Source: an optimization exercise on an open RTL-to-GDS flow (aim: small area and a short achievable clock period). Production flows keep margins and buffers that such runs may drop.
Where RTL was checked, it was by simulation tests only, not by an equivalence proof against the original.
No activity file was given, so power comes from the tool's default toggle rates.

JK:
// mult_top
module mult_top(
    input clk,
    input  [15:0] x,
    input  [15:0] y,
    output [31:0] p_out
    );
    wire [8:0] lx, ly;
    wire c, sgn, nz;
    reg  [8:0] lx1, ly1;
    reg  c1, sgn1, nz1;
    ALM10_SOA_log lg(.x(x), .y(y), .lx(lx), .ly(ly), .c(c), .sgn(sgn), .nz(nz));
    wire [9:0] s;
    wire [7:0] h;
    wire [11:0] g;
    wire sn;
    reg  [7:0] h2;
    reg  [11:0] g2;
    reg  sn2;
    ALM10_SOA_add    ad(.lx(lx1), .ly(ly1), .c(c1), .s(s));
    ALM10_SOA_expand ex(.s(s), .sgn(sgn1), .nz(nz1), .h(h), .g(g), .sn(sn));
    always @(posedge clk) begin
        lx1 <= lx;  ly1 <= ly;  c1 <= c;  sgn1 <= sgn;  nz1 <= nz;
        h2 <= h;    g2 <= g;    sn2 <= sn;
    end
    ALM10_SOA_out ou(.h(h2), .g(g2), .sn(sn2), .p(p_out));
endmodule
Size: roughly 42 flip-flops, ~65 I/O pins, about 0.0035 mm^2 of cells after synthesis.
export LEC_CHECK = 0
export CAP_MARGIN = 20
export CORE_MARGIN = 2
export CORE_UTILIZATION = 40
export SETUP_SLACK_MARGIN = 3.0
export SLEW_MARGIN = 20
export SYNTH_HIERARCHICAL = 1
create_clock -name core_clock -period 7.0 [get_ports {clk}]
standard.sh (not shown) runs the stock make flow with config.mk's settings and CLKGATE_MAP_FILE= SYNTH_SCRIPT=/design/flow/synth_recipe.tcl, a recipe that flattens the netlist after the stock synthesis.
==> flow/flow/run.sh <==
#!/bin/bash
# The standard layout, with plain buffers (not delay cells) on the ports.
set -euo pipefail
bash standard.sh BUFFER_PORTS_ARGS="-buffer_cell sky130_fd_sc_hd__buf_2" finish > flow_make.log 2>&1
For MS, these inputs were changed with respect to JK:
==> flow/run.sh (new file) <==
#!/bin/bash
# synth_recipe.tcl (not shown) runs the flow's synth.tcl, then flattens the netlist and writes it again
# the make line also repeats each setting of config.mk as NAME=value (left out here)
make -C /OpenROAD-flow-scripts/flow DESIGN_CONFIG=/design/flow/config.mk WORK_HOME=/design/flow/orfs CLKGATE_MAP_FILE= SYNTH_SCRIPT=/design/flow/synth_recipe.tcl finish
removed: flow/flow/run.sh
removed: flow/standard.sh
==> comparison <==
- MS vs. JK: worst setup slack for register-to-register paths saw little to no change, combinational-cell power consumption rose about 20%, final wirelength grew by 4.2%, share of cell area taken by flip-flops and latches fell 1.3 points, final critical-path share of the clock period picked up an extra 0.34 points.
- MS against JK: worst setup slack after layout went down 24 ps; first-pass GRT wire length increased by 0.49% relative to the old numbers; global-route track usage on met1 went down 1.0 points.
- Combinational group share of total power in MS is 6.6 points above JK.
No functional check of the RTL was part of any run of this note.

* * *

mult_top, a different RTL version from the one above (not shown whole).
For scale: ~47 flip-flops, roughly 65 I/O pins.
==> flow/config.mk <==
export PLATFORM = sky130hd
export DESIGN_NAME = mult_top
export DESIGN_NICKNAME = mult_top
export VERILOG_FILES = /design/flow/design.v
export SDC_FILE = /design/flow/constraint.sdc
export NUM_CORES = 4
export LEC_CHECK = 0
export CAP_MARGIN = 20
export CORE_MARGIN = 2
export CORE_UTILIZATION = 40
export SETUP_SLACK_MARGIN = 3.5
export SLEW_MARGIN = 20
export SYNTH_HIERARCHICAL = 1
==> flow/constraint.sdc <==
create_clock -name core_clock -period 7.0 [get_ports {clk}]
set_input_delay 1.4000 -clock core_clock [delete_from_list [all_inputs] [get_ports {clk}]]
set_output_delay 1.4000 -clock core_clock [all_outputs]
set_load 0.01 [all_outputs]
==> flow/flow/run.sh <==
#!/bin/bash
# The standard layout, with plain buffers (not delay cells) on the ports.
set -euo pipefail
bash standard.sh BUFFER_PORTS_ARGS="-buffer_cell sky130_fd_sc_hd__buf_2" finish > flow_make.log 2>&1
==> next run, changes <==
==> flow/run.sh (new file) <==
#!/bin/bash
# synth_recipe.tcl (not shown) runs the flow's synth.tcl, then flattens the netlist and writes it again
# the make line also repeats each setting of config.mk as NAME=value (left out here)
make -C /OpenROAD-flow-scripts/flow DESIGN_CONFIG=/design/flow/config.mk WORK_HOME=/design/flow/orfs CLKGATE_MAP_FILE= SYNTH_SCRIPT=/design/flow/synth_recipe.tcl finish
SETUP_SLACK_MARGIN = 3.0   (was 3.5)
removed: flow/flow/run.sh
removed: flow/standard.sh
- via count is higher by 1.7%
- first-iteration DRC count is higher by 7.3%
- maximum frequency is lower by 11%
- die area stays the same
==> next run, changes <==
==> flow/flow/run.sh (new file) <==
#!/bin/bash
# The standard layout, with plain buffers (not delay cells) on the ports.
set -euo pipefail
bash standard.sh BUFFER_PORTS_ARGS="-buffer_cell sky130_fd_sc_hd__buf_2" finish > flow_make.log 2>&1
==> flow/standard.sh (new file) <==
#!/bin/bash
# synth_recipe.tcl (not shown) runs the flow's synth.tcl, then flattens the netlist and writes it again
# the make line also repeats each setting of config.mk as NAME=value (left out here)
make -C /OpenROAD-flow-scripts/flow DESIGN_CONFIG=/design/flow/config.mk WORK_HOME=/design/flow/orfs CLKGATE_MAP_FILE= SYNTH_SCRIPT=/design/flow/synth_recipe.tcl "${@:-finish}"
SETUP_SLACK_MARGIN = 4.0   (was 3.0)
removed: flow/run.sh
The new run produced a clean layout.
Non-clock buffer count rose by 17.
Via count rose by 2.3%.
Sequential cell count does not change.
Count of clock-buffer cells in the layout stays the same.

* * *

mult_top, a different RTL version from the one above (not shown whole).
For scale: about 410 cells after synthesis, ~47 flip-flops, about 3500 um^2 of cells after synthesis.
## mult_top
module mult_top(
    input clk,
    input  [15:0] x,
    input  [15:0] y,
    output [31:0] p_out
    );
Settings: LEC_CHECK=0, CAP_MARGIN=20, CORE_MARGIN=2, CORE_UTILIZATION=40, SETUP_SLACK_MARGIN=4.0, SLEW_MARGIN=20, SYNTH_HIERARCHICAL=1; clock period 7.0 ns.
==> flow/flow/run.sh <==
#!/bin/bash
# The standard layout, with plain buffers (not delay cells) on the ports.
set -euo pipefail
bash standard.sh BUFFER_PORTS_ARGS="-buffer_cell sky130_fd_sc_hd__buf_1" CTS_ARGS="-sink_clustering_enable -repair_clock_nets -sink_clustering_size 50 -sink_clustering_max_diameter 400 -dont_use_dummy_load" finish > flow_make.log 2>&1
Rerun with:
==> flow/flow/run.sh (replaced) <==
#!/bin/bash
# The standard layout, with plain buffers (not delay cells) on the ports.
set -euo pipefail
bash standard.sh BUFFER_PORTS_ARGS="-buffer_cell sky130_fd_sc_hd__buf_1" RECOVER_POWER=100 finish > flow_make.log 2>&1
The changed run ran to the end with violations: capacitance limit, slew limit.
Non-clock buffer count stays the same.
Synthesized area stays the same.
Core utilization shrinks by 0.47 points.
Worst setup slack gets worse by 670 ps.
Wire length stays flat.
Sequential power stays flat.
Global-route usage is about the same.
Rerun with:
==> flow/flow/run.sh (replaced) <==
#!/bin/bash
# The standard layout, with plain buffers (not delay cells) on the ports.
set -euo pipefail
bash standard.sh BUFFER_PORTS_ARGS="-buffer_cell sky130_fd_sc_hd__buf_2" finish > flow_make.log 2>&1
- SETUP_SLACK_MARGIN: 4.0 -> 4.3
Outcome: With this change the flow went through all stages and came out clean; flip-flop and latch count does not change; die area stays the same; setup slack improved by 700 ps; final area grows by 23%; power climbs by 25%; area after synthesis does not change; clock-buffer cell count fell by 1; core utilization rises by 11 points; routed wire length came out higher by 23%; hold slack is about the same; sequential share of layout area went down by 4.0 points.

## static timing again, ports no longer ideal
Ports are ideal in the flow. The routed layouts listed here were re-timed in OpenROAD.
Step 1, drivers: a clkbuf_16 drives clk and a buf_2 each remaining input, both assumed.
Step 2 moves the port delays by t, midway between the first and last clock arrival at a register: inputs arrive t later, outputs are due t later. That takes back most of the time a late clock gives input paths.
Slacks: no drivers / after step 1 / after step 2; pairs: no drivers / after step 1.
| run | t (ns) | setup slack, ns | latest minus earliest clock arrival (ns) | worst slew at a driven data input, ns |
|---|---|---|---|---|
| JK | 0.309 | 3.211 / 3.219 / 2.909 | 0.005 / 0.005 | 0.03 |
| MS | 0.317 | 3.187 / 3.191 / 2.874 | 0.004 / 0.005 | 0.03 |
| the first run of note 2 | 0.324 | 3.760 / 3.760 / 3.747 | 0.004 / 0.004 | 0.03 |
| the second run of note 2 | 0.321 | 3.376 / 3.385 / 3.064 | 0.007 / 0.007 | 0.03 |
| the third run of note 2 | 0.324 | 4.036 / 4.036 / 3.910 | 0.002 / 0.002 | 0.03 |
| the first run of note 3 | 0.318 | 4.101 / 4.067 / 3.861 | 0.014 / 0.014 | 0.03 |
| the second run of note 3 | 0.323 | 3.430 / 3.396 / 3.226 | 0.008 / 0.007 | 0.03 |
| the third run of note 3 | 0.322 | 4.125 / 4.096 / 4.085 | 0.010 / 0.010 | 0.03 |
The setup slack of MS, which loses most, moves by +0.004 ns with the drivers and by -0.313 ns with both steps.
